What follows belongs to an exercise in optimizing a design on an open flow for small area; a production flow would make more cautious choices.
At most, simulation tests tie the RTL to the original design; equivalence was not proved.
Only the layout flow was run in run 3; the RTL was not checked for function there.
No activity file was given, so power comes from the tool's default toggle rates.

==> flow/design.v <==
module  counter60(
        input         [ 3: 0]   l                       ,
        input         [ 2: 0]   h                       ,
        input                   is24                    ,
        input                   inc                     ,
        input                   dec                     ,
        output  reg   [ 3: 0]   nl                      ,
        output  reg   [ 2: 0]   nh
);
wire    top24   =   is24 && h == 3'd2 && l == 4'd3;
wire    l9      =   l == 4'd9;
wire    l0      =   l == 4'd0;
wire    h0      =   h == 3'd0;
always @(*) begin
    if(inc)
        nl = (l9 || top24) ? 4'd0 : l + 1'b1;
    else if(dec)
        nl = !l0 ? l - 1'b1 : (is24 && h0) ? 4'd3 : 4'd9;
    else
        nl = l;
    if(inc && top24)
        nh = 3'd0;
    else if(inc && l9)
        nh = (!is24 && h == 3'd5) ? 3'd0 : h + 1'b1;
    else if(dec && l0)
        nh = !h0 ? h - 1'b1 : is24 ? 3'd2 : 3'd5;
    else
        nh = h;
end
endmodule
module  debounce(
        input                   clk                     ,
        input                   rst_n                   ,
        input                   key_in                  ,
        output  wire            key_prev
);
reg     [ 1: 0]                 key_r                           ;
reg     [11: 0]                 cnt                             ;
always  @(posedge clk or negedge rst_n)begin
    if(!rst_n)
        key_r   <=  2'd0;
    else
        key_r   <=  {key_r[0],key_in};
end
wire    run     =   !key_r[1] && !((cnt & 12'h5ff) == 12'h05a);
always  @(posedge clk)begin
    if(run && rst_n)
        cnt     <=  {cnt[10:0], ~(cnt[0] ^ cnt[11])};
    else
        cnt     <=  12'd0;
end
assign  key_prev    =   (cnt & 12'h5ff) == 12'h1d6;   
endmodule
module  alarm(
        input                   clk                     ,
        input                   rst_n                   ,
        input                   k1                      , 
        input                   k2                      ,
        input                   k3                      ,
        input                   tick                    , 
        output  reg   [ 3: 0]   sec_l                   ,
        output  reg   [ 2: 0]   sec_h                   ,
        output  reg   [ 3: 0]   min_l                   ,
        output  reg   [ 2: 0]   min_h                   ,
        output  reg   [ 3: 0]   hour_l                  ,
        output  reg   [ 1: 0]   hour_h                  ,
        output  reg   [ 3: 0]   alarm_min_l             ,
        output  reg   [ 2: 0]   alarm_min_h             ,
        output  reg   [ 3: 0]   alarm_hour_l            ,
        output  reg   [ 1: 0]   alarm_hour_h            ,
        output  reg   [ 2: 0]   adjust                  ,
        output  wire  [ 3: 0]   n_min_l                 ,
        output  wire  [ 2: 0]   n_min_h                 ,
        output  wire  [ 3: 0]   n_hour_l                ,
        output  wire  [ 1: 0]   n_hour_h                ,
        output  wire  [ 3: 0]   n_alarm_min_l           ,
        output  wire  [ 2: 0]   n_alarm_min_h           ,
        output  wire  [ 3: 0]   n_alarm_hour_l          ,
        output  wire  [ 1: 0]   n_alarm_hour_h
);
wire    [ 3: 0]                 n_sec_l                         ;
wire    [ 2: 0]                 n_sec_h                         ;
wire    [ 2: 0]                 n_adjust                        ;
wire    mode0   =   adjust == 3'd0;
wire    sec59   =   sec_l == 4'd9 && sec_h == 3'd5;
wire    min59   =   min_l == 4'd9 && min_h == 3'd5;
wire    sel_s   =   adjust == 3'd1 || (mode0 && !sec59);
wire    sel_m   =   adjust == 3'd2 || (mode0 && sec59 && !min59);
wire    sel_h   =   adjust == 3'd3 || (mode0 && sec59 && min59);
wire    sel_am  =   adjust == 3'd4;
wire    sel_ah  =   adjust == 3'd5;
wire    clr_s   =   mode0 && tick && sec59;
wire    clr_m   =   mode0 && tick && sec59 && min59;
wire    [ 3: 0]                 f_l, nf_l                       ;
wire    [ 2: 0]                 f_h, nf_h                       ;
assign  f_l     =   {4{sel_s}} & sec_l | {4{sel_m}} & min_l | {4{sel_h}} & hour_l |
                    {4{sel_am}} & alarm_min_l | {4{sel_ah}} & alarm_hour_l;
assign  f_h     =   {3{sel_s}} & sec_h | {3{sel_m}} & min_h | {3{sel_h}} & {1'b0, hour_h} |
                    {3{sel_am}} & alarm_min_h | {3{sel_ah}} & {1'b0, alarm_hour_h};
counter60 cnt_inst (.l(f_l), .h(f_h), .is24(sel_h || sel_ah),
        .inc(mode0 ? tick : k2), .dec(!mode0 && k3),
        .nl(nf_l), .nh(nf_h));
assign  n_adjust        =   !k1 ? adjust : (adjust == 3'd5) ? 3'd0 : adjust + 1'b1;
assign  n_sec_l         =   sel_s ? nf_l : clr_s ? 4'd0 : sec_l;
assign  n_sec_h         =   sel_s ? nf_h : clr_s ? 3'd0 : sec_h;
assign  n_min_l         =   sel_m ? nf_l : clr_m ? 4'd0 : min_l;
assign  n_min_h         =   sel_m ? nf_h : clr_m ? 3'd0 : min_h;
assign  n_hour_l        =   sel_h ? nf_l : hour_l;
assign  n_hour_h        =   sel_h ? nf_h[1:0] : hour_h;
assign  n_alarm_min_l   =   sel_am ? nf_l : alarm_min_l;
assign  n_alarm_min_h   =   sel_am ? nf_h : alarm_min_h;
assign  n_alarm_hour_l  =   sel_ah ? nf_l : alarm_hour_l;
assign  n_alarm_hour_h  =   sel_ah ? nf_h[1:0] : alarm_hour_h;
always @(posedge clk or negedge rst_n)begin
    if(!rst_n)begin
        sec_l <= 0; sec_h <= 0; min_l <= 0; min_h <= 0; hour_l <= 0; hour_h <= 0;
        alarm_min_l <= 0; alarm_min_h <= 0; alarm_hour_l <= 0; alarm_hour_h <= 0;
        adjust <= 0;
    end
    else begin
        sec_l <= n_sec_l; sec_h <= n_sec_h;
        min_l <= n_min_l; min_h <= n_min_h;
        hour_l <= n_hour_l; hour_h <= n_hour_h;
        alarm_min_l <= n_alarm_min_l; alarm_min_h <= n_alarm_min_h;
        alarm_hour_l <= n_alarm_hour_l; alarm_hour_h <= n_alarm_hour_h;
        adjust <= n_adjust;
    end
end
endmodule
module  led(
        input                   clk                     ,
        input                   rst_n                   ,
        input                   alarm                   ,
        output  reg             led
);
reg     [ 8: 0]                 cnt                             ;
wire    end_cnt =   cnt == 9'h043;
always @(posedge clk)begin
    if(!rst_n || (alarm && end_cnt))
        cnt <= 9'd0;
    else if(alarm)
        cnt <= {cnt[7:0], ~(cnt[3] ^ cnt[8])};
end
always @(posedge clk or negedge rst_n)begin
    if(!rst_n)
        led <= 1'b0;
    else
        led <= alarm && (led ^ end_cnt);
end
endmodule
module  lcd(
        input                   clk                     ,
        input                   rst_n                   ,
        input         [ 3: 0]   sec_l                   ,
        input         [ 2: 0]   sec_h                   ,
        input         [ 3: 0]   min_l                   ,
        input         [ 2: 0]   min_h                   ,
        input         [ 3: 0]   hour_l                  ,
        input         [ 1: 0]   hour_h                  ,
        input         [ 3: 0]   alarm_min_l             ,
        input         [ 2: 0]   alarm_min_h             ,
        input         [ 3: 0]   alarm_hour_l            ,
        input         [ 1: 0]   alarm_hour_h            ,
        input         [ 2: 0]   adjust                  ,
        output  wire            tick                    , 
        output  wire            rs                      ,
        output  wire            rw                      ,
        output  wire            en                      ,
        output  wire            on                      ,
        output  reg   [ 7: 0]   data
);
reg     [ 4: 0]                 j                               ;
reg     [ 6: 0]                 c100                            ;
reg                             scan                            ;
reg     [ 2: 0]                 q5                              ;
reg                             row                             ;
reg                             chr                             ;
reg     [ 3: 0]                 pos                             ;
wire    t4      =   !j[4] &&  j[3];
wire    t9      =    j[4] && !j[3];
wire    t0      =   !j[4] && !j[0];
wire    adv     =   t0 && (c100 & 7'h3f) == 7'h00;     
assign  tick    =   adv && q5 == 3'd4;
assign  en      =   j[4];
assign  on      =   1'b1;
assign  rw      =   1'b0;
assign  rs      =   chr;
always @(posedge clk or negedge rst_n)begin
    if(!rst_n)begin
        j       <=  5'd0;
        scan    <=  1'b1;
        q5      <=  3'd7;
    end
    else begin
        j       <=  {j[3:0], ~j[4]};
        if(adv)begin
            scan    <=  ~scan;
            q5      <=  q5[2] ? 3'd0 : q5 + 1'b1;
        end
    end
end
always @(posedge clk)begin
    if(!rst_n || (t9 && (c100 & 7'h5f) == 7'h5b))    
        c100    <=  7'd0;
    else if(t9)
        c100    <=  {c100[5:0], ~(c100[2] ^ c100[6])};
end
always @(posedge clk or negedge rst_n)begin
    if(!rst_n)begin
        row     <=  1'b0;
        chr     <=  1'b0;
        pos     <=  4'd10;
    end
    else if(t4)begin
        if(chr)begin
            pos     <=  pos + 1'b1;
            if(pos == 4'd15)begin
                chr     <=  1'b0;
                row     <=  ~row;
            end
        end
        else if(pos == 4'd0)
            chr     <=  1'b1;
        else if(pos != 4'd10 || (c100 & 7'h5d) == 7'h40)
            pos     <=  pos + 1'b1;
    end
end
wire    blank1  =   scan && adjust == 3'd1;
wire    blank2  =   scan && adjust == 3'd2;
wire    blank3  =   scan && adjust == 3'd3;
wire    blank4  =   scan && adjust == 3'd4;
wire    blank5  =   scan && adjust == 3'd5;
always @(*)begin
    if(!chr)begin
        case(pos)
            4'd0:   data = row ? 8'hc0 : 8'h80;
            4'd12:  data = 8'h08;
            4'd13:  data = 8'h01;
            4'd14:  data = 8'h06;
            4'd15:  data = 8'h0c;
            default:data = 8'h38;
        endcase
    end
    else if(!row)begin
        case(pos)
            4'd0:   data = "A";
            4'd1:   data = "l";
            4'd2:   data = "a";
            4'd3:   data = "r";
            4'd4:   data = "m";
            4'd5:   data = ":";
            4'd6:   data = blank5 ? 8'h20 : {6'b001100, alarm_hour_h};
            4'd7:   data = blank5 ? 8'h20 : {4'b0011, alarm_hour_l};
            4'd8:   data = "-";
            4'd9:   data = blank4 ? 8'h20 : {5'b00110, alarm_min_h};
            4'd10:  data = blank4 ? 8'h20 : {4'b0011, alarm_min_l};
            default:data = " ";
        endcase
    end
    else begin
        case(pos)
            4'd0:   data = "C";
            4'd1:   data = "l";
            4'd2:   data = "o";
            4'd3:   data = "c";
            4'd4:   data = "k";
            4'd5:   data = ":";
            4'd6:   data = blank3 ? 8'h20 : {6'b001100, hour_h};
            4'd7:   data = blank3 ? 8'h20 : {4'b0011, hour_l};
            4'd8:   data = "-";
            4'd9:   data = blank2 ? 8'h20 : {5'b00110, min_h};
            4'd10:  data = blank2 ? 8'h20 : {4'b0011, min_l};
            4'd11:  data = "-";
            4'd12:  data = blank1 ? 8'h20 : {5'b00110, sec_h};
            4'd13:  data = blank1 ? 8'h20 : {4'b0011, sec_l};
            default:data = " ";
        endcase
    end
end
endmodule
module  top(
        input                   clk                     ,
        input                   s_rst_n                 ,
        input                   key1                    ,
        input                   key2                    ,
        input                   key3                    ,
        output  wire            led                     ,
        output  wire            rs                      ,
        output  wire            rw                      ,
        output  wire            en                      ,
        output  wire            on                      ,
        output  wire  [ 7: 0]   data
);
reg     [ 1: 0]                 rst_r                           ;
wire                            rst_n                           ;
wire                            k1, k2, k3, tick                ;
wire    [ 3: 0]                 sec_l, min_l, hour_l, alarm_min_l, alarm_hour_l;
wire    [ 2: 0]                 sec_h, min_h, alarm_min_h       ;
wire    [ 1: 0]                 hour_h, alarm_hour_h            ;
wire    [ 3: 0]                 n_min_l, n_hour_l, n_alarm_min_l, n_alarm_hour_l;
wire    [ 2: 0]                 n_min_h, n_alarm_min_h          ;
wire    [ 1: 0]                 n_hour_h, n_alarm_hour_h        ;
wire    [ 2: 0]                 adjust                          ;
always  @(posedge clk or negedge s_rst_n)begin
    if(s_rst_n==1'b0)
        rst_r   <=  'd0;
    else
        rst_r   <=  {rst_r[0],1'b1};
end
assign  rst_n   =       rst_r[1];
debounce debounce_inst1 (.clk(clk), .rst_n(rst_n), .key_in(key1), .key_prev(k1));
debounce debounce_inst2 (.clk(clk), .rst_n(rst_n), .key_in(key2), .key_prev(k2));
debounce debounce_inst3 (.clk(clk), .rst_n(rst_n), .key_in(key3), .key_prev(k3));
alarm alarm_inst (
        .clk(clk), .rst_n(rst_n), .k1(k1), .k2(k2), .k3(k3), .tick(tick),
        .sec_l(sec_l), .sec_h(sec_h), .min_l(min_l), .min_h(min_h),
        .hour_l(hour_l), .hour_h(hour_h),
        .alarm_min_l(alarm_min_l), .alarm_min_h(alarm_min_h),
        .alarm_hour_l(alarm_hour_l), .alarm_hour_h(alarm_hour_h),
        .adjust(adjust),
        .n_min_l(n_min_l), .n_min_h(n_min_h), .n_hour_l(n_hour_l), .n_hour_h(n_hour_h),
        .n_alarm_min_l(n_alarm_min_l), .n_alarm_min_h(n_alarm_min_h),
        .n_alarm_hour_l(n_alarm_hour_l), .n_alarm_hour_h(n_alarm_hour_h));
led led_inst (
        .clk(clk), .rst_n(rst_n),
        .alarm(n_alarm_min_l == n_min_l && n_alarm_min_h == n_min_h &&
               n_alarm_hour_l == n_hour_l && n_alarm_hour_h == n_hour_h),
        .led(led));
lcd lcd_inst (
        .clk(clk), .rst_n(rst_n),
        .sec_l(sec_l), .sec_h(sec_h), .min_l(min_l), .min_h(min_h),
        .hour_l(hour_l), .hour_h(hour_h),
        .alarm_min_l(alarm_min_l), .alarm_min_h(alarm_min_h),
        .alarm_hour_l(alarm_hour_l), .alarm_hour_h(alarm_hour_h),
        .adjust(adjust), .tick(tick),
        .rs(rs), .rw(rw), .en(en), .on(on), .data(data));
endmodule
==> flow/run.sh <==
#!/bin/bash
# synth_recipe.tcl (not shown) runs the flow's synth.tcl, then flattens the netlist and writes it again
# the make line also repeats each setting of config.mk as NAME=value (left out here)
make -C /OpenROAD-flow-scripts/flow DESIGN_CONFIG=/design/flow/config.mk WORK_HOME=/design/flow/orfs CLKGATE_MAP_FILE= SYNTH_SCRIPT=/design/flow/synth_recipe.tcl finish
==> flow/config.mk <==
export PLATFORM = sky130hd
export DESIGN_NAME = top
export DESIGN_NICKNAME = top
export VERILOG_FILES = /design/flow/design.v
export SDC_FILE = /design/flow/constraint.sdc
export NUM_CORES = 4
export LEC_CHECK = 0
export CAP_MARGIN = 20
export CORE_MARGIN = 2
export CORE_UTILIZATION = 40
export SLEW_MARGIN = 20
export SYNTH_HIERARCHICAL = 1
==> flow/constraint.sdc <==
create_clock -name core_clock -period 20.0 [get_ports {clk}]
set_input_delay 4.0000 -clock core_clock [delete_from_list [all_inputs] [get_ports {clk}]]
set_output_delay 4.0000 -clock core_clock [all_outputs]
set_load 0.01 [all_outputs]
==> summary.md, run 1 <==
| Metric | Value |
|---|---|
| Congestion Overflow GR | 0 |
| Most frequent cells in the layout | dfrtp_1, dfxtp_1, nand2_1 |
| Via count | 4610 |
| Simple-gate area share of the yosys netlist | 0.229 |
| First-pass GRT wire length | 23300 microns |
| Share of post-route cells with drive strength above 1 | 0.161 |
| Worst Path Max Fanout | 22 |
| Area of the multi-input gates | 3300 sq um |
| Fin. Hold Viols | 0 |
| P_leak | 2.73 nW |
| Ant diodes | 0 |
| Final nets | 624 |
| Clk Tree Root Cell | clkbuf_16 |
| Pre-CTS setup slack | 13.26 ns |
| Warnings from Yosys | 12 |
| Fin cells | 797 |
| Hold buffers post-CTS | 0 |
| Post-DP HPWL | 10000 microns |
| Largest family of logic cells by synthesized area | simple AND/OR/NAND/NOR gates |
| CTS clk-pin slew, worst paths | 0.07 ns |
| Mapped cell area | 6090 sq um |
| Clk buf depth | 2 |
| Starting Density | 0.405 |
| Die H | 127 microns |
| Final wirelength | 13900 microns |
| Post-CTS sizing | 0 |
| RD Place Congestion | 0.933 |
| Mapped Cells | 604 |
| Antenna-violating nets left | 0 |
| Vias in the first global route | 4528 |
| Cell-by-cell trace of the critical path | inv_1 > ha_1 > o21ai_1 > a221oi_2 > o211a_1 > inv_1 > o221ai_1 > clkdlybuf4s50_1 |
| Width of the die | 127 microns |
| Worst slew pin tran | 1.10 ns |
| Final core area utilization | 0.442 |
| Mux cell area share after synthesis | 0.0707 |
| Core Area | 15000 sq um |
| Post-CTS Setup Repair Bufs | 0 |
| CTS buffer count | 9 |
| Drt pass-1 iters | 5 |
| Top_reg_cell synth | dfrtp_1 |
| Synth Area in Adders | 0.0308 |
| Clock Skew | 0.0159 ns |
| Synth Register Bits | 112 |
| Most common cell after layout, fill and taps aside | dfrtp_1 |
| FMAX | 0.139 GHz |
| Vias per inst | 5.78 |
| Setup TNS | 0 ns |
| Final setup fails | 0 |
| Fill count | 1384 |
| Worst Setup Slack, final | 12.82 ns |
| Post-synth EDFFs | 0 |
| Iter 0 DRT Violations | 373 |
| Cell row count | 45 |
| Unrepaired setup endpoints after global routing | false |
| Status | finished clean |
| Critical Path Max Stage Delay | 0.65 ns |
| Pwr Density | 63.1 nW/um^2 |
| Largest net degree at the start of global routing | 39 |
| Worst path slowest cell | ha_1 |
| Htree depth | 3 |
| Fin crit share | 0.359 |
| Crit path top cell by count | inv_1 |
| I/O pins | 18 |
| CP Launch Type | register |
| Skew-Pair Late Insertion Delay | 0.36 ns |
| Pins over their slew limit | 0 |
| Slew headroom | 0.269 |
| Port Buffer Count | 15 |
| CP arrival | 3.18 ns |
| Fraction of the yosys area taken by sequential cells | 0.419 |
| Hold WS | 0.353 ns |
| XOR/XNOR Fraction of Synth Area | 0.0374 |
| Post-route DRC | 0 |
| Fin crit period | 7.18 ns |
| Maxcap violations | 0 |
| Peak supply drop | 0.0544 mV |
| Tot GR Track Use | 0.179 |
| Placed cell count | 781 |
| Critical path class | reg2out |
| Register area | 2550 sq um |
| TritonCTS clock tree | done |
| Worst hold path type | reg2reg |
| CP endpoint kind | output port |
| Clk sinks | 112 |
| Initial antenna violation count | 0 |
| Synth Area in Compound Gates | 0.172 |
| R2r setup slk | 14.16 ns |
| Ys async rst share | 0.536 |
| Routed len/inst | 17.4 microns |
| Die area | 16200 sq um |
| Synthesis-to-finish area growth | 9.06% |
| Synthesized area per cell | 10.1 sq um |
| Required time of the critical path | 16.00 ns |
| Post-synth cell types | 92 |
-- cells by family (layout without fill, tap and decap cells) --
logic type               after synthesis  in the layout
multiplexers                          40             40
buffers and inverters                 52             57
XOR/XNOR                              26             26
AND/OR/NAND/NOR                      217            217
flip-flops                           112            112
other                                  3              3
AO/OA/AOI/OAI                        139            139
adder cells (fa/ha/maj)               15             15
-- per-module statistics from Yosys (local to each module, per instance) --
| module | flops+latches | cell area [sq um] |
|---|---|---|
| alarm | 36 | 1800 |
| lcd | 22 | 1790 |
| counter60 | 0 | 490 |
| debounce | 14 | 455 |
| led | 10 | 444 |
| top | 2 | 199 |
-- power breakdown --
group | leakage, nW | switching [W] | total (W) | internal, W
Clock | 0.148 | 0.0000878 | 0.000177 | 0.0000887
Sequential | 1.20 | 0.00000412 | 0.000233 | 0.000229
Combinational | 1.39 | 0.00000499 | 0.00000947 | 0.00000448
Total | 2.73 | 0.0000969 | 0.000419 | 0.000322
-- per-stage QoR --
step | power [W] | cell area (sq um)
after floorplan | 0.000244 | 6090
after global placement | 0.000247 | 6340
after detailed placement | 0.000247 | 6340
after CTS | 0.000426 | 6640
after global routing | 0.000438 | 6640
final | 0.000419 | 6640
-- layout make-up --
type,count,area share
clock buffer,9,0.0339
timing repair buffer,18,0.0260
clock inverter,7,0.0109
tap,188,0.0354
sequential,112,0.384
multi-input combinational,440,0.497
inverter,23,0.0130
-- critical path, delay by kind of cell (launching register included) --
kind                       cells  cell delay (ns)
AOI/OAI and AO/OA              4             1.00
buffers and inverters          3             0.76
adders and majority gates      1             0.65
DFF                            1             0.42
-- per-layer routing --
| metal | global-route usage | up-vias | part of all wire |
|---|---|---|---|
| met4 | 0.0601 | 0 | 0.023 |
| met5 | 0 | - | 0 |
| met3 | 0.0515 | 27 | 0.057 |
| met2 | 0.275 | 155 | 0.46 |
| li1 | - | 2197 | - |
| met1 | 0.244 | 2231 | 0.46 |
-- sequential cells by signal (all words and copies together), names as in the netlist, 3 cells and up --
signal,flops
debounce_inst1.cnt,12
debounce_inst2.cnt,12
debounce_inst3.cnt,12
led_inst.cnt,9
lcd_inst.c100,7
lcd_inst.j,5
alarm_inst.alarm_hour_l,4
alarm_inst.alarm_min_l,4
alarm_inst.hour_l,4
alarm_inst.min_l,4
alarm_inst.sec_l,4
lcd_inst.pos,4
alarm_inst.adjust,3
alarm_inst.alarm_min_h,3
alarm_inst.min_h,3
alarm_inst.sec_h,3
lcd_inst.q5,3
-- cells in the mapped netlist (all sizes together) (4+ instances only) --
| library cell | number | area share |
|---|---|---|
| dfrtp | 54 | 0.22 |
| dfxtp | 52 | 0.17 |
| nand2 | 50 | 0.031 |
| a21oi | 29 | 0.026 |
| nor2 | 27 | 0.018 |
| and2 | 24 | 0.025 |
| mux2 | 24 | 0.044 |
| inv | 23 | 0.014 |
| and3 | 22 | 0.024 |
| o21ai | 20 | 0.017 |
| nor2b | 19 | 0.020 |
| a22o | 16 | 0.023 |
| buf | 16 | 0.017 |
| mux2i | 16 | 0.026 |
| xnor2 | 16 | 0.023 |
| ha | 15 | 0.031 |
| clkbuf | 13 | 0.0080 |
| nand3 | 12 | 0.012 |
| a221o | 10 | 0.018 |
| xor2 | 10 | 0.014 |
| a31oi | 9 | 0.0092 |
| o22ai | 8 | 0.0082 |
| a211oi | 7 | 0.0094 |
| a22oi | 6 | 0.0074 |
| dfstp | 6 | 0.026 |
| nand3b | 6 | 0.0074 |
| nand4b | 6 | 0.0086 |
| and4bb | 5 | 0.011 |
| nand2b | 5 | 0.0051 |
| nor3 | 5 | 0.0049 |
| nor4b | 5 | 0.017 |
| nand4 | 4 | 0.0041 |
| nor3b | 4 | 0.0068 |
| nor4 | 4 | 0.0051 |
| o211ai | 4 | 0.0049 |
| o2bb2ai | 4 | 0.0058 |
-- path summary, 6_finish.rpt --
kind	depth (start not counted)	from	endpoint
setup / recovery	8	lcd_inst.pos[0]	data[0]
hold / removal	0	debounce_inst3.key_r[0]	debounce_inst3.key_r[1]
setup reg to reg	19	alarm_inst.adjust[1]	led_inst.cnt[2]
hold reg to reg	0	debounce_inst3.key_r[0]	debounce_inst3.key_r[1]
max in group asynchronous	1	s_rst_n	rst_r[1]
min in group asynchronous	0	rst_r[1]	debounce_inst1.key_r[0]
==> run 2: changes to the inputs <==
--- a/flow/config.mk
+++ b/flow/config.mk
@@ -7,6 +7,7 @@
 export LEC_CHECK = 0
 export CAP_MARGIN = 20
 export CORE_MARGIN = 2
-export CORE_UTILIZATION = 40
+export CORE_UTILIZATION = 70
+export CTS_BUF_LIST = sky130_fd_sc_hd__clkbuf_8
 export SLEW_MARGIN = 20
 export SYNTH_HIERARCHICAL = 1
==> run 2 against run 1 <==
Via count up 3.0%. Clock skew down 0.0034 ns. Largest cell class unchanged. Flip-flop and latch count stayed put. Critical path type unchanged. Final cell count shrank 9.9%. Still clean on timing, DRC and antenna.
==> summary.md, run 2 <==
| Metric | Value |
|---|---|
| Status | finished clean |
| Clk buf depth | 2 |
| Crit Reg-Reg Startpoint | alarm_inst.adjust[0] |
| Final nets | 625 |
| RD Place Congestion | 0.955 |
| Skew-Pair Late Insertion Delay | 0.39 ns |
| P_leak | 2.69 nW |
| Initial antenna violation count | 0 |
| Post-DP HPWL | 9630 microns |
| Internal power | 0.000286 W |
| Synth top cells by count | dfrtp_1, dfxtp_1, nand2_1, a21oi_1, nor2_1 |
| Peak supply drop | 0.0583 mV |
| Fin crit period | 7.24 ns |
| Vias per inst | 6.61 |
| Clock power frac | 0.364 |
| Clk sinks | 112 |
| Warnings from Yosys | 12 |
| FMAX | 0.138 GHz |
| Via count | 4746 |
| Top-count cell post-synth | dfrtp_1 |
| Post-route DRC | 0 |
| Final wirelength | 13600 microns |
| Synth Register Bits | 112 |
| Share of post-route cells with drive strength above 1 | 0.162 |
| CP endpoint kind | output port |
| Ys async rst share | 0.536 |
| Width of the die | 97.3 microns |
| Fill count | 603 |
| Synth area leaders | dfrtp_1, dfxtp_1, mux2_2 |
| Required time of the critical path | 16.00 ns |
| Cell type with the largest total area after synthesis | dfrtp_1 |
| Worst Path Max Fanout | 22 |
| Clock Skew | 0.0124 ns |
| Port Buffer Count | 15 |
| Mapped Cells | 604 |
| CP startpoint | lcd_inst.pos[0] |
| Post-CTS sizing | 0 |
| Maxcap violations | 0 |
| Critical path class | reg2out |
| I/O pins | 18 |
| Final setup fails | 0 |
| CP arrival | 3.24 ns |
| Top flop regs | debounce_inst1.cnt (12), debounce_inst2.cnt (12), debounce_inst3.cnt (12) |
| Hold buffers post-CTS | 0 |
| Top-area cell type share of the netlist area | 0.222 |
| Fraction of the yosys area taken by sequential cells | 0.419 |
| Sw frac | 0.251 |
| Most frequent cells in the layout | dfrtp_1, dfxtp_1, nand2_1 |
| Htree depth | 3 |
| Die H | 97.3 microns |
| Worst slew pin tran | 1.01 ns |
| Most common cell after layout, fill and taps aside | dfrtp_1 |
| Synthesized area per cell | 10.1 sq um |
| Synthesis-to-finish area growth | 6.02% |
| Area of the multi-input gates | 3300 sq um |
| Post-CTS Setup Repair Bufs | 0 |
| Cell row count | 34 |
| Worst hold path type | reg2async |
| Core Area | 8590 sq um |
| Register area | 2550 sq um |
| CTS clk-pin slew, worst paths | 0.11 ns |
| PnR Total Power | 0.000382 W |
| Mapped cell area | 6090 sq um |
| P_sw | 0.0000957 W |
| Hold WS | 0.0869 ns |
| Vias in the first global route | 4586 |
| CTS buffer count | 9 |
| Clk Tree Root Cell | clkbuf_8 |
| Pins over their slew limit | 0 |
| Pwr Density | 59.1 nW/um^2 |
| Post-synth cell types | 92 |
| Logic pwr share | 0.028 |
| Antenna-violating nets left | 0 |
| Tot GR Track Use | 0.297 |
| Unrepaired setup endpoints after global routing | false |
| Slew headroom | 0.320 |
| Starting Density | 0.709 |
| Setup TNS | 0 ns |
| Ant diodes | 0 |
| Routed len/inst | 19.0 microns |
| Sequential share of power | 0.608 |
| Top_reg_cell synth | dfrtp_1 |
| TritonCTS clock tree | done |
| Pre-CTS setup slack | 13.23 ns |
| Worst Setup Slack, final | 12.76 ns |
| Fin. Hold Viols | 0 |
| Die area | 9460 sq um |
| Fin crit share | 0.362 |
| First-pass GRT wire length | 22800 microns |
| Largest net degree at the start of global routing | 67 |
| Iter 0 DRT Violations | 359 |
| Congestion Overflow GR | 0 |
| Drt pass-1 iters | 5 |
| Post-synth EDFFs | 0 |
| CP Launch Type | register |
| Final core area utilization | 0.751 |
-- run 2: cell counts after synthesis --
Identical to the previous run, type by type.
-- run 2: per-stage QoR --
| step | instances | instance area (sq um) |
|---|---|---|
| 5_1_grt | 718 | 6460 |
| 3_3_place_gp | 702 | 6250 |
| 2_1_floorplan | 604 | 6090 |
| 4_1_cts | 718 | 6460 |
| 3_5_place_dp | 702 | 6250 |
| 6_report | 718 | 6460 |
-- run 2: cells by family (layout without fill, tap and decap cells) --
group / after synthesis / in the layout / synth area share
DFF: 112 / 112 / 0.419
adders and majority gates: 15 / 15 / 0.0308
muxes: 40 / 40 / 0.0707
and+or+nand+nor: 217 / 217 / 0.229
other: 3 / 3 / 0.00185
buffers and inverters: 52 / 58 / 0.0396
xor gates and xnor gates: 26 / 26 / 0.0374
AOI/OAI and AO/OA: 139 / 139 / 0.172
-- run 2: final timing paths --
kind                            cells past startpoint                       to  slack [ns]
worst max register to register                     19          led_inst.cnt[2]       14.21
worst min-delay path                                0  debounce_inst3.key_r[0]        0.09
worst min register to register                      0  debounce_inst3.key_r[0]        0.09
max in group asynchronous                           1                 rst_r[1]       16.11
worst max-delay path                                8                  data[0]       12.76
min in group core_clock                             0  debounce_inst2.key_r[1]        0.36
-- run 2: metal layers --
metal,track usage,vias up,share of wire
met4,0.0951,0,0.027
met5,0,-,0
met2,0.467,216,0.47
li1,-,2199,-
met1,0.413,2290,0.43
met3,0.0633,41,0.072
-- run 2: per-module statistics from Yosys, one instance, submodules excluded --
module | flip-flops and latches | times used | cells inside | cell area [sq um]
debounce | 14 | 3 | 36 | 455
alarm | 36 | 1 | 144 | 1800
led | 10 | 1 | 43 | 444
lcd | 22 | 1 | 221 | 1790
top | 2 | 1 | 20 | 199
counter60 | 0 | 1 | 68 | 490
-- run 2: final cells by class --
| cell class | instances | area share |
|---|---|---|
| clock buffer | 10 | 0.0213 |
| clock inverter | 6 | 0.0105 |
| multi-input combinational | 440 | 0.511 |
| inverter | 23 | 0.0134 |
| tap | 108 | 0.0209 |
| timing repair buffer | 19 | 0.0279 |
| sequential | 112 | 0.395 |
-- run 2: power by group through the flow --
stage | clock, W | sequential [W] | combinational (W)
4_1_cts | 0.000142 | 0.000232 | 0.0000110
3_3_place_gp | 0 | 0.000236 | 0.0000102
3_5_place_dp | 0 | 0.000237 | 0.0000108
6_report | 0.000139 | 0.000232 | 0.0000107
2_1_floorplan | 0 | 0.000237 | 0.00000665
5_1_grt | 0.000149 | 0.000233 | 0.0000122
-- run 2: critical path, cell delays in order, from the launching register on --
cell	delay [ns]
dfrtp_1	0.43
inv_1	0.13
ha_1	0.65
o21ai_1	0.20
a221oi_2	0.37
o211a_1	0.26
inv_1	0.06
o221ai_1	0.18
clkdlybuf4s50_1	0.57
==> run 3: changes to the inputs <==
--- a/flow/design.v
+++ b/flow/design.v
@@ -1,29 +1,48 @@
 module  counter60(
         input         [ 3: 0]   l                       ,
         input         [ 2: 0]   h                       ,
-        input                   is24                    ,
         input                   inc                     ,
         input                   dec                     ,
         output  reg   [ 3: 0]   nl                      ,
         output  reg   [ 2: 0]   nh
 );
-wire    top24   =   is24 && h == 3'd2 && l == 4'd3;
-wire    l9      =   l == 4'd9;
-wire    l0      =   l == 4'd0;
-wire    h0      =   h == 3'd0;
 always @(*) begin
     if(inc)
-        nl = (l9 || top24) ? 4'd0 : l + 1'b1;
+        nl = (l == 4'd9) ? 4'd0 : l + 1'b1;
     else if(dec)
-        nl = !l0 ? l - 1'b1 : (is24 && h0) ? 4'd3 : 4'd9;
+        nl = (l == 4'd0) ? 4'd9 : l - 1'b1;
     else
         nl = l;
-    if(inc && top24)
-        nh = 3'd0;
-    else if(inc && l9)
-        nh = (!is24 && h == 3'd5) ? 3'd0 : h + 1'b1;
-    else if(dec && l0)
-        nh = !h0 ? h - 1'b1 : is24 ? 3'd2 : 3'd5;
+    if(inc && l == 4'd9)
+        nh = (h == 3'd5) ? 3'd0 : h + 1'b1;
+    else if(dec && l == 4'd0)
+        nh = (h == 3'd0) ? 3'd5 : h - 1'b1;
+    else
+        nh = h;
+end
+endmodule
+module  counter24(
+        input         [ 3: 0]   l                       ,
+        input         [ 1: 0]   h                       ,
+        input                   inc                     ,
+        input                   dec                     ,
+        output  reg   [ 3: 0]   nl                      ,
+        output  reg   [ 1: 0]   nh
+);
+wire    top     =   h == 2'd2 && l == 4'd3;
+always @(*) begin
+    if(inc)
+        nl = (l == 4'd9 || top) ? 4'd0 : l + 1'b1;
+    else if(dec)
+        nl = (l != 4'd0) ? l - 1'b1 : (h == 2'd0) ? 4'd3 : 4'd9;
+    else
+        nl = l;
+    if(inc && top)
+        nh = 2'd0;
+    else if(inc && l == 4'd9)
+        nh = h + 1'b1;
+    else if(dec && l == 4'd0)
+        nh = (h == 2'd0) ? 2'd2 : h - 1'b1;
     else
         nh = h;
 end
@@ -42,14 +61,16 @@
     else
         key_r   <=  {key_r[0],key_in};
 end
-wire    run     =   !key_r[1] && !((cnt & 12'h5ff) == 12'h05a);
-always  @(posedge clk)begin
-    if(run && rst_n)
-        cnt     <=  {cnt[10:0], ~(cnt[0] ^ cnt[11])};
+wire    run     =   !key_r[1] && !(cnt == 12'd2499);
+always  @(posedge clk or negedge rst_n)begin
+    if(!rst_n)
+        cnt     <=  12'd0;
+    else if(run)
+        cnt     <=  cnt + 1'b1;
     else
         cnt     <=  12'd0;
 end
-assign  key_prev    =   (cnt & 12'h5ff) == 12'h1d6;   
+assign  key_prev    =   cnt == 12'd100;
 endmodule
 module  alarm(
         input                   clk                     ,
@@ -81,36 +102,25 @@
 wire    [ 3: 0]                 n_sec_l                         ;
 wire    [ 2: 0]                 n_sec_h                         ;
 wire    [ 2: 0]                 n_adjust                        ;
-wire    mode0   =   adjust == 3'd0;
+wire    run     =   adjust == 3'd0 && tick;
 wire    sec59   =   sec_l == 4'd9 && sec_h == 3'd5;
 wire    min59   =   min_l == 4'd9 && min_h == 3'd5;
-wire    sel_s   =   adjust == 3'd1 || (mode0 && !sec59);
-wire    sel_m   =   adjust == 3'd2 || (mode0 && sec59 && !min59);
-wire    sel_h   =   adjust == 3'd3 || (mode0 && sec59 && min59);
-wire    sel_am  =   adjust == 3'd4;
-wire    sel_ah  =   adjust == 3'd5;
-wire    clr_s   =   mode0 && tick && sec59;
-wire    clr_m   =   mode0 && tick && sec59 && min59;
-wire    [ 3: 0]                 f_l, nf_l                       ;
-wire    [ 2: 0]                 f_h, nf_h                       ;
-assign  f_l     =   {4{sel_s}} & sec_l | {4{sel_m}} & min_l | {4{sel_h}} & hour_l |
-                    {4{sel_am}} & alarm_min_l | {4{sel_ah}} & alarm_hour_l;
-assign  f_h     =   {3{sel_s}} & sec_h | {3{sel_m}} & min_h | {3{sel_h}} & {1'b0, hour_h} |
-                    {3{sel_am}} & alarm_min_h | {3{sel_ah}} & {1'b0, alarm_hour_h};
-counter60 cnt_inst (.l(f_l), .h(f_h), .is24(sel_h || sel_ah),
-        .inc(mode0 ? tick : k2), .dec(!mode0 && k3),
-        .nl(nf_l), .nh(nf_h));
-assign  n_adjust        =   !k1 ? adjust : (adjust == 3'd5) ? 3'd0 : adjust + 1'b1;
-assign  n_sec_l         =   sel_s ? nf_l : clr_s ? 4'd0 : sec_l;
-assign  n_sec_h         =   sel_s ? nf_h : clr_s ? 3'd0 : sec_h;
-assign  n_min_l         =   sel_m ? nf_l : clr_m ? 4'd0 : min_l;
-assign  n_min_h         =   sel_m ? nf_h : clr_m ? 3'd0 : min_h;
-assign  n_hour_l        =   sel_h ? nf_l : hour_l;
-assign  n_hour_h        =   sel_h ? nf_h[1:0] : hour_h;
-assign  n_alarm_min_l   =   sel_am ? nf_l : alarm_min_l;
-assign  n_alarm_min_h   =   sel_am ? nf_h : alarm_min_h;
-assign  n_alarm_hour_l  =   sel_ah ? nf_l : alarm_hour_l;
-assign  n_alarm_hour_h  =   sel_ah ? nf_h[1:0] : alarm_hour_h;
+assign  n_adjust    =   !k1 ? adjust : (adjust == 3'd5) ? 3'd0 : adjust + 1'b1;
+counter60 sec_c (.l(sec_l), .h(sec_h),
+        .inc((adjust == 3'd1 && k2) || run), .dec(adjust == 3'd1 && k3),
+        .nl(n_sec_l), .nh(n_sec_h));
+counter60 min_c (.l(min_l), .h(min_h),
+        .inc((adjust == 3'd2 && k2) || (run && sec59)), .dec(adjust == 3'd2 && k3),
+        .nl(n_min_l), .nh(n_min_h));
+counter24 hour_c (.l(hour_l), .h(hour_h),
+        .inc((adjust == 3'd3 && k2) || (run && sec59 && min59)), .dec(adjust == 3'd3 && k3),
+        .nl(n_hour_l), .nh(n_hour_h));
+counter60 amin_c (.l(alarm_min_l), .h(alarm_min_h),
+        .inc(adjust == 3'd4 && k2), .dec(adjust == 3'd4 && k3),
+        .nl(n_alarm_min_l), .nh(n_alarm_min_h));
+counter24 ahour_c (.l(alarm_hour_l), .h(alarm_hour_h),
+        .inc(adjust == 3'd5 && k2), .dec(adjust == 3'd5 && k3),
+        .nl(n_alarm_hour_l), .nh(n_alarm_hour_h));
 always @(posedge clk or negedge rst_n)begin
     if(!rst_n)begin
         sec_l <= 0; sec_h <= 0; min_l <= 0; min_h <= 0; hour_l <= 0; hour_h <= 0;
@@ -134,18 +144,18 @@
         output  reg             led
 );
 reg     [ 8: 0]                 cnt                             ;
-wire    end_cnt =   cnt == 9'h043;
-always @(posedge clk)begin
-    if(!rst_n || (alarm && end_cnt))
-        cnt <= 9'd0;
-    else if(alarm)
-        cnt <= {cnt[7:0], ~(cnt[3] ^ cnt[8])};
-end
+wire    end_cnt =   cnt == 9'd499;
 always @(posedge clk or negedge rst_n)begin
-    if(!rst_n)
+    if(!rst_n)begin
+        cnt <= 0;
         led <= 1'b0;
+    end
+    else if(alarm)begin
+        cnt <= end_cnt ? 9'd0 : cnt + 1'b1;
+        led <= led ^ end_cnt;
+    end
     else
-        led <= alarm && (led ^ end_cnt);
+        led <= 1'b0;
 end
 endmodule
 module  lcd(
@@ -179,7 +189,7 @@
 wire    t4      =   !j[4] &&  j[3];
 wire    t9      =    j[4] && !j[3];
 wire    t0      =   !j[4] && !j[0];
-wire    adv     =   t0 && (c100 & 7'h3f) == 7'h00;     
+wire    adv     =   t0 && c100 == 7'd0;
 assign  tick    =   adv && q5 == 3'd4;
 assign  en      =   j[4];
 assign  on      =   1'b1;
@@ -188,23 +198,20 @@
 always @(posedge clk or negedge rst_n)begin
     if(!rst_n)begin
         j       <=  5'd0;
+        c100    <=  7'd0;
         scan    <=  1'b1;
         q5      <=  3'd7;
     end
     else begin
         j       <=  {j[3:0], ~j[4]};
+        if(t9)
+            c100    <=  (c100 == 7'd99) ? 7'd0 : c100 + 1'b1;
         if(adv)begin
             scan    <=  ~scan;
             q5      <=  q5[2] ? 3'd0 : q5 + 1'b1;
         end
     end
 end
-always @(posedge clk)begin
-    if(!rst_n || (t9 && (c100 & 7'h5f) == 7'h5b))    
-        c100    <=  7'd0;
-    else if(t9)
-        c100    <=  {c100[5:0], ~(c100[2] ^ c100[6])};
-end
 always @(posedge clk or negedge rst_n)begin
     if(!rst_n)begin
         row     <=  1'b0;
@@ -221,7 +228,7 @@
         end
         else if(pos == 4'd0)
             chr     <=  1'b1;
-        else if(pos != 4'd10 || (c100 & 7'h5d) == 7'h40)
+        else if(pos != 4'd10 || c100 == 7'd8)
             pos     <=  pos + 1'b1;
     end
 end
--- a/flow/config.mk
+++ b/flow/config.mk
@@ -7,7 +7,5 @@
 export LEC_CHECK = 0
 export CAP_MARGIN = 20
 export CORE_MARGIN = 2
-export CORE_UTILIZATION = 70
-export CTS_BUF_LIST = sky130_fd_sc_hd__clkbuf_8
+export CORE_UTILIZATION = 40
 export SLEW_MARGIN = 20
-export SYNTH_HIERARCHICAL = 1
==> run 3 against run 2 <==
Utilization down 31 points. Area after synthesis up 20%. Combinational power down 16%. Sequential power about the same. Clock power up 47%. Maximum frequency down 0.63%. Clock skew about the same. Final cell count up 47%.
==> summary.md, run 3 <==
| Metric | Value |
|---|---|
| Status | finished clean |
| Fin. Hold Viols | 0 |
| Starting Density | 0.406 |
| Post-DP HPWL | 12100 microns |
| Drt pass-1 iters | 7 |
| Critical hold path startpoint | lcd_inst.j[1] |
| Pwr Density | 56.3 nW/um^2 |
| Worst hold path type | reg2reg |
| Post-CTS Setup Repair Bufs | 0 |
| Crit Reg-Reg Startpoint | debounce_inst2.cnt[3] |
| Most common cell after layout, fill and taps aside | dfrtp_1 |
| Top flop regs | debounce_inst1.cnt (12), debounce_inst2.cnt (12), debounce_inst3.cnt (12) |
| Placed cell count | 1040 |
| Required time of the critical path | 16.00 ns |
| Fin crit share | 0.364 |
| Die H | 139 microns |
| Port Buffer Count | 15 |
| CTS clk-pin slew, worst paths | 0.08 ns |
| Htree depth | 3 |
| Ant diodes | 0 |
| Maxcap violations | 0 |
| CP endpoint kind | output port |
| Post-CTS sizing | 0 |
| Largest net degree at the start of global routing | 58 |
| Post-route DRC | 0 |
| Via count | 6003 |
| Synth Register Bits | 112 |
| Setup TNS | 0 ns |
| Mapped cell area | 7300 sq um |
| Design area | 7920 sq um |
| Top-count cell post-synth | dfrtp_1 |
| Synth top cells by count | dfrtp_1, nor2_1, nand2_1, inv_1, o21ai_0 |
| Hold WS | 0.351 ns |
| Skew-Pair Late Insertion Delay | 0.37 ns |
| Slew headroom | 0.445 |
| Tot GR Track Use | 0.178 |
| Antenna-violating nets left | 0 |
| Clk buf depth | 2 |
| TritonCTS clock tree | done |
| P_leak | 3.43 nW |
| WHS Path Cells | 0 |
| Initial antenna violation count | 0 |
| Post-Place Cell Area | 7580 sq um |
| Fin crit period | 7.28 ns |
| Synth area leaders | dfrtp_1, ha_1, nor2_1 |
| Top_reg_cell synth | dfrtp_1 |
| Final setup fails | 0 |
| Width of the die | 139 microns |
| Fin cells | 1056 |
| Final core area utilization | 0.441 |
| Vias per inst | 5.68 |
| Routed len/inst | 16.0 microns |
| I/O pins | 18 |
| Hold buffers post-CTS | 0 |
| Mapped Cells | 835 |
| Die area | 19400 sq um |
| Ys async rst share | 1.00 |
| Share of post-route cells with drive strength above 1 | 0.0568 |
| CP startpoint | lcd_inst.pos[1] |
| CP arrival | 3.28 ns |
| Worst Path Max Fanout | 22 |
| Worst slew pin tran | 0.831 ns |
| Warnings from Yosys | 7 |
| Pins over their slew limit | 0 |
| Iter 0 DRT Violations | 433 |
| Vias in the first global route | 5526 |
| Post-synth cell types | 77 |
| CP Launch Type | register |
| Unrepaired setup endpoints after global routing | false |
| Final wirelength | 16900 microns |
| Peak supply drop | 0.0415 mV |
| Clk Tree Root Cell | clkbuf_16 |
| Clk sinks | 112 |
| Fill count | 1778 |
| Cells on worst reg2reg path | 9 |
| Top-area cell type share of the netlist area | 0.363 |
| Post-synth EDFFs | 0 |
| Cell type with the largest total area after synthesis | dfrtp_1 |
| Fraction of the yosys area taken by sequential cells | 0.385 |
| Core Area | 18000 sq um |
| Critical path class | reg2out |
| FMAX | 0.137 GHz |
| Most frequent cells in the layout | dfrtp_1, nor2_1, nand2_1 |
| Synthesis-to-finish area growth | 8.50% |
| Cell row count | 49 |
| First-pass GRT wire length | 28400 microns |
| Synthesized area per cell | 8.74 sq um |
| Congestion Overflow GR | 0 |
| Clock Skew | 0.0126 ns |
| Final nets | 857 |
| RD Place Congestion | 0.884 |
| CTS buffer count | 9 |
run 3: cell types whose count changed in the layout (fill, tap and decap cells not counted), moves of 24 or more:
cell and change:
nor2_1 +64, nand3_1 +27, o21ai_0 +32, inv_1 +26, dfrtp_1 +52, xor2_1 +24
dfxtp_1 -52
run 3: worst paths after layout:
kind,end,slack [ns]
worst max-delay path,data[3],12.72
worst min-delay path,lcd_inst.j[2],0.35
worst max register to register,led_inst.cnt[2],15.36
worst min register to register,lcd_inst.j[2],0.35
max in group asynchronous,rst_r[1],16.08
min in group asynchronous,alarm_inst.alarm_min_l[1],0.37
run 3: final cells by class:
type	count	area, sq um	share of cell area
Clock buffer	9	225	0.0284
Clock inverter	7	113	0.0142
Inverter	49	184	0.0232
Multi-Input combinational cell	631	4120	0.520
Sequential cell	112	2810	0.355
Tap cell	229	287	0.0362
Timing Repair Buffer	19	180	0.0227
run 3: routing by layer:
layer / up-vias / GRT usage / wire length (microns)
met5: - / 0 / 0
met4: 0 / 0.0521 / 325
met3: 25 / 0.0328 / 727
met2: 129 / 0.278 / 7640
met1: 2880 / 0.253 / 8170
li1: 2969 / - / -
run 3: stage by stage:
| step | power, W | worst slack (ns) |
|---|---|---|
| after floorplan | 0.000243 | 14.11 |
| after global placement | 0.000247 | 13.19 |
| after detailed placement | 0.000247 | 13.14 |
| after CTS | 0.000453 | 12.74 |
| after global routing | 0.000464 | 12.43 |
| final | 0.000446 | 12.72 |
run 3: report_power, final:
| part | switching (W) | internal, W | leakage, nW |
|---|---|---|---|
| Clock | 0.0000912 | 0.000113 | 0.166 |
| Combinational | 0.00000594 | 0.00000305 | 1.78 |
| Sequential | 0.00000413 | 0.000229 | 1.48 |
run 3: critical path, cell delays in order, from the launching register on:
cell and delay, ns:
dfstp_2 0.56, ha_1 0.65, nor2_1 0.19, a22oi_1 0.26, nor2_1 0.06, nand2_1 0.08, nand2_1 0.12, o22ai_1 0.21
nand2_1 0.07, o311ai_0 0.11, clkdlybuf4s50_1 0.59
run 3: kinds of logic after synthesis:
kind of cell    count (synthesis)  share of synthesized area
fa+ha+maj                      30                     0.0514
buf+inv                        93                     0.0514
other cells                     2                    0.00103
simple gates                  328                      0.233
compound gates                194                      0.184
xor+xnor                       61                     0.0732
flops                         112                      0.385
mux                            15                     0.0216

-- separate check: timing with driven ports --
The results above use ideal ports. As a check the final layouts listed here were re-extracted and re-timed, cells and wires unchanged. Step 1: set_driving_cell puts a clkbuf_16 on clk and a buf_2 on each other input, an assumption about the parent block. Step 2 times the ports against the registers' clock, not the clock port: input delays grow and output delays shrink by t, the midpoint of the rising clock arrivals with the driver on. Slacks: ideal / step 1 / step 2; pairs: ideal / step 1.
| run | t (ns) | setup WS [ns] | worst setup path after step 2 | pins driven straight from the clock port |
|---|---|---|---|---|
| run 1 | 0.392 | 12.822 / 12.779 / 13.171 | register to output | 1 |
| run 2 | 0.414 | 12.764 / 12.731 / 13.145 | register to output | 1 |
| run 3 | 0.404 | 12.718 / 12.676 / 13.080 | register to output | 1 |
After both steps every run listed still meets setup and hold.
